What follows belongs to an exercise in optimizing a design on an open flow for small area; a production flow would make more cautious choices. At most, simulation tests tie the RTL to the original design; equivalence was not proved. The clock port is modelled as an ideal driver; clocking choices that lean on that would not hold on a real chip.

==> flow/design.v <==
module crc_10(
  input  [47:0] data_in,
  output [3:0]  crc_out);
  assign crc_out[0] =   ^(data_in & 48'h46b7d98b821f);
  assign crc_out[1] = ~(^(data_in & 48'hcbd86a9c8621));
  assign crc_out[2] =   ^(data_in & 48'h97b0d5390c42);
  assign crc_out[3] =   ^(data_in & 48'h2f61aa721884);
endmodule
module mac_table_ram (
    input  wire        clk,
    input  wire        rst_n,
    input  wire [3:0]  idx,        
    input  wire [47:0] mac,        
    input  wire [2:0]  port,       
    input  wire        we_nx,      
    input  wire        keep_v,     
    input  wire        flag_we,    
    input  wire        port_cap,   
    output wire        rd_valid,   
    output reg  [2:0]  rd_port,    
    input  wire        age,        
    input  wire [3:0]  age_addr
);
localparam W = 47;   
wire [43:0] key = {mac[47:8], mac[4], mac[2:0]};
wire [3:0]  ext = {mac[7], mac[6], mac[5], mac[3]};
reg  [16*W-1:0] ring;
reg  [3:0]      pos;
reg  [3:0]      ext15;
reg  [15:0]     valid;
reg  [15:0]     seen;
reg  [3:0]      wr;          
wire [3:0] slot    = pos - idx;
wire [3:0] slot_nx = slot + 4'd1;
wire [3:0] wr_nx   = {4{we_nx && slot_nx[1:0] == 2'd0}} & (4'd1 << slot_nx[3:2]);
always @(posedge clk or negedge rst_n) begin
    if (!rst_n) begin
        pos <= 4'd0;
        wr  <= 4'd0;
    end else begin
        pos <= pos + 4'd1;
        wr  <= wr_nx;
    end
end
wire [W-1:0] cur = ({W{wr[0]}} & ring[ 0*W +: W]) | ({W{wr[1]}} & ring[ 4*W +: W]) |
                   ({W{wr[2]}} & ring[ 8*W +: W]) | ({W{wr[3]}} & ring[12*W +: W]);
wire match = (cur[43:0] == key) && (idx != 4'd15 || ext15 == ext);
wire [2:0] new_port = (keep_v && match) ? cur[46:44] : port;
integer x;
always @(posedge clk) begin
    for (x = 0; x < 16; x = x + 1) begin
        if (x % 4 == 0 && wr[x / 4])
            ring[((x + 1) % 16)*W +: W] <= {new_port, key};
        else
            ring[((x + 1) % 16)*W +: W] <= ring[x*W +: W];
    end
    if (|wr && idx == 4'd15)
        ext15 <= ext;
end
reg [2:0] slot_port;
always @(*) begin
    slot_port = 3'd0;
    for (x = 0; x < 16; x = x + 1)
        if (slot == x)
            slot_port = ring[x*W + 44 +: 3];
end
always @(posedge clk)
    if (port_cap)
        rd_port <= slot_port;
wire [15:0] sel  = 16'd1 << idx;
wire [15:0] asel = 16'd1 << age_addr;
always @(posedge clk or negedge rst_n) begin
    if (!rst_n) begin
        valid <= 16'd0;
        seen  <= 16'd0;
    end else begin
        for (x = 0; x < 16; x = x + 1) begin
            if (flag_we && sel[x]) begin
                valid[x] <= 1'b1;
                seen[x]  <= 1'b1;
            end else if (age && asel[x]) begin
                valid[x] <= seen[x];
                seen[x]  <= 1'b0;
            end
        end
    end
end
assign rd_valid = valid[idx];
endmodule
module mac_addr#(
    parameter OLD_TIME = 16'd1500,
    parameter AW = 4, 
    parameter TABLE_END = 10'd1 << AW 
)
(
    input wire sys_clk,
    input wire sys_rst_n,
    input wire mac_addr_en,
    input wire [47:0] D_mac,
    input wire [47:0] S_mac,
    input wire [2:0] S_port_num,
    output wire [2:0] D_port_num,
    output wire D_port_num_en,
    output wire flooding
);
localparam [3:0] IDLE = 4'd0, HASH = 4'd1, S1 = 4'd2, S2 = 4'd3, S3 = 4'd4,
                 FLOOD = 4'd5, W1 = 4'd6, W2 = 4'd7, W3 = 4'd8, W4 = 4'd9;
reg [3:0] st;
reg [3:0] st_nx;
reg       vsnap;         
reg       skip_q;        
wire bcast = &D_mac;
always @(*) begin
    case (st)
        IDLE:    st_nx = mac_addr_en ? (bcast ? FLOOD : HASH) : IDLE;
        S3:      st_nx = vsnap ? W1 : FLOOD;
        W4:      st_nx = IDLE;
        default: st_nx = st + 4'd1;
    endcase
end
always @(posedge sys_clk or negedge sys_rst_n) begin
    if (!sys_rst_n)
        st <= IDLE;
    else
        st <= st_nx;
end
assign flooding      = (st == FLOOD);
assign D_port_num_en = (st == S3) && vsnap;
wire        dphase = (st == HASH) || (st == S1);
wire [3:0]  h;
crc_10 crc_10_inst(
    .data_in (dphase ? D_mac : S_mac),
    .crc_out (h)
);
wire [3:0] idx = (!dphase && bcast) ? 4'd15 : h;
reg  [1:0] sub;
reg  [9:0] grp;
wire [9:0] grp_inc = grp + 10'd1;
always @(posedge sys_clk or negedge sys_rst_n) begin
    if (!sys_rst_n) begin
        sub <= 2'd0;
        grp <= 10'd508;
    end else if (sub == 2'd2) begin
        sub <= 2'd0;
        grp <= (grp == 10'd1023) ? 10'd508 : grp_inc;
    end else
        sub <= sub + 2'd1;
end
wire age = (&grp[9:4]) && (sub == 2'd2);
wire [9:0] grp_inc2 = grp + 10'd2;
wire skip_nx = (sub == 2'd0 && (&grp_inc[9:4]) && grp_inc[3:0] == idx) ||
               (sub == 2'd2 && (&grp_inc2[9:4]) && grp_inc2[3:0] == idx);
wire nx_w1 = (st == S3 && vsnap) || (st == FLOOD);
wire nx_w  = nx_w1 || (st == W1) || (st == W2) || (st == W3);
wire rd_valid;
always @(posedge sys_clk or negedge sys_rst_n) begin
    if (!sys_rst_n) begin
        vsnap  <= 1'b0;
        skip_q <= 1'b0;
    end else begin
        if (st == S1 || st == W1)
            vsnap <= rd_valid;
        if (nx_w1)
            skip_q <= skip_nx;
    end
end
mac_table_ram mac_table_ram_inst (
    .clk      (sys_clk),
    .rst_n    (sys_rst_n),
    .idx      (idx),
    .mac      (S_mac),
    .port     (S_port_num),
    .we_nx    (nx_w && !(nx_w1 ? skip_nx : skip_q)),
    .keep_v   ((st == W1) ? rd_valid : vsnap),
    .flag_we  ((st == W4) && !skip_q),
    .port_cap (st == S1),
    .rd_valid (rd_valid),
    .rd_port  (D_port_num),
    .age      (age),
    .age_addr (grp[3:0])
);
endmodule
export LEC_CHECK = 0
export CAP_MARGIN = 20
export CORE_MARGIN = 2
export CORE_UTILIZATION = 50
export SLEW_MARGIN = 20
create_clock -name core_clock -period 10.0 [get_ports {sys_clk}]
standard.sh (not shown) runs the stock make flow with config.mk's settings and CLKGATE_MAP_FILE= SYNTH_SCRIPT=/design/flow/synth_recipe.tcl, a recipe that flattens the netlist after the stock synthesis.
==> flow/flow/run.sh <==
#!/bin/bash
# The standard layout (standard.sh: the standard flow's synthesis and ORFS flow) with two
# changes: the port buffers are the smallest buffer (buf_1), and clock tree
# synthesis uses larger sink clusters and no dummy loads.
set -e
export BUFFER_PORTS_ARGS="-buffer_cell sky130_fd_sc_hd__buf_1"
export CTS_ARGS="-sink_clustering_enable -repair_clock_nets -sink_clustering_size 30 -sink_clustering_max_diameter 100 -buf_list sky130_fd_sc_hd__clkbuf_16 -dont_use_dummy_load"
bash standard.sh > standard.log 2>&1
Next try:
--- a/flow/design.v
+++ b/flow/design.v
@@ -29,18 +29,21 @@
 reg  [3:0]      ext15;
 reg  [15:0]     valid;
 reg  [15:0]     seen;
 reg  [3:0]      wr;          
+reg  [3:0]      hold;        
 wire [3:0] slot    = pos - idx;
 wire [3:0] slot_nx = slot + 4'd1;
 wire [3:0] wr_nx   = {4{we_nx && slot_nx[1:0] == 2'd0}} & (4'd1 << slot_nx[3:2]);
 always @(posedge clk or negedge rst_n) begin
     if (!rst_n) begin
-        pos <= 4'd0;
-        wr  <= 4'd0;
+        pos  <= 4'd0;
+        wr   <= 4'd0;
+        hold <= 4'hf;
     end else begin
-        pos <= pos + 4'd1;
-        wr  <= wr_nx;
+        pos  <= pos + 4'd1;
+        wr   <= wr_nx;
+        hold <= ~wr_nx;
     end
 end
 wire [W-1:0] cur = ({W{wr[0]}} & ring[ 0*W +: W]) | ({W{wr[1]}} & ring[ 4*W +: W]) |
                    ({W{wr[2]}} & ring[ 8*W +: W]) | ({W{wr[3]}} & ring[12*W +: W]);
@@ -48,10 +51,11 @@
 wire [2:0] new_port = (keep_v && match) ? cur[46:44] : port;
 integer x;
 always @(posedge clk) begin
     for (x = 0; x < 16; x = x + 1) begin
-        if (x % 4 == 0 && wr[x / 4])
-            ring[((x + 1) % 16)*W +: W] <= {new_port, key};
+        if (x % 4 == 0)
+            ring[((x + 1) % 16)*W +: W] <= ({W{wr[x / 4]}} & {new_port, key}) |
+                                           ({W{hold[x / 4]}} & ring[x*W +: W]);
         else
             ring[((x + 1) % 16)*W +: W] <= ring[x*W +: W];
     end
     if (|wr && idx == 4'd15)
Final area decreases slightly.
Worst setup slack degrades by 0.16 ns.
Utilization decreases by 0.28 points.
First-iteration DRC count increases by roughly a tenth.
Maximum frequency decreases by a few percent.
Sequential cell count increases by 4.
Routed wire length increases by about a fifth.
Area after synthesis increases slightly.
Via count increases by a little under a tenth.
Clock skew increases by 0.0085 ns.
Die area increases slightly.
Worst hold slack hardly moves.
The RTL of the first run of this note was laid out without a check of its function.

## static timing again, ports no longer ideal
The results above use ideal ports. As a check the final layouts listed here were re-extracted and re-timed, cells and wires unchanged.
Step 1, drivers: a clkbuf_16 drives sys_clk and a buf_2 each remaining input, both assumed.
Step 2, shift: input delay + t, output delay - t, t = (earliest + latest rising clock arrival at the registers) / 2. This alone moves slack from input paths to output paths.
a / b / c = ideal ports / drivers / drivers and shift; a / b = the first two.
run	shift t [ns]	setup WS [ns]	worst setup path at the end	latest minus earliest clock arrival (ns)	slew at the worst register clock pin (ns)
the first run	0.649	3.452 / 3.483 / 2.835	input to register	0.052 / 0.051	0.11 / 0.11
the second run	0.668	3.288 / 3.319 / 2.651	input to register	0.061 / 0.061	0.11 / 0.11
After both steps every run listed still meets setup and hold. For the second run, which loses most, drivers alone change the setup slack by +0.031 ns; drivers and shift together by -0.637 ns.
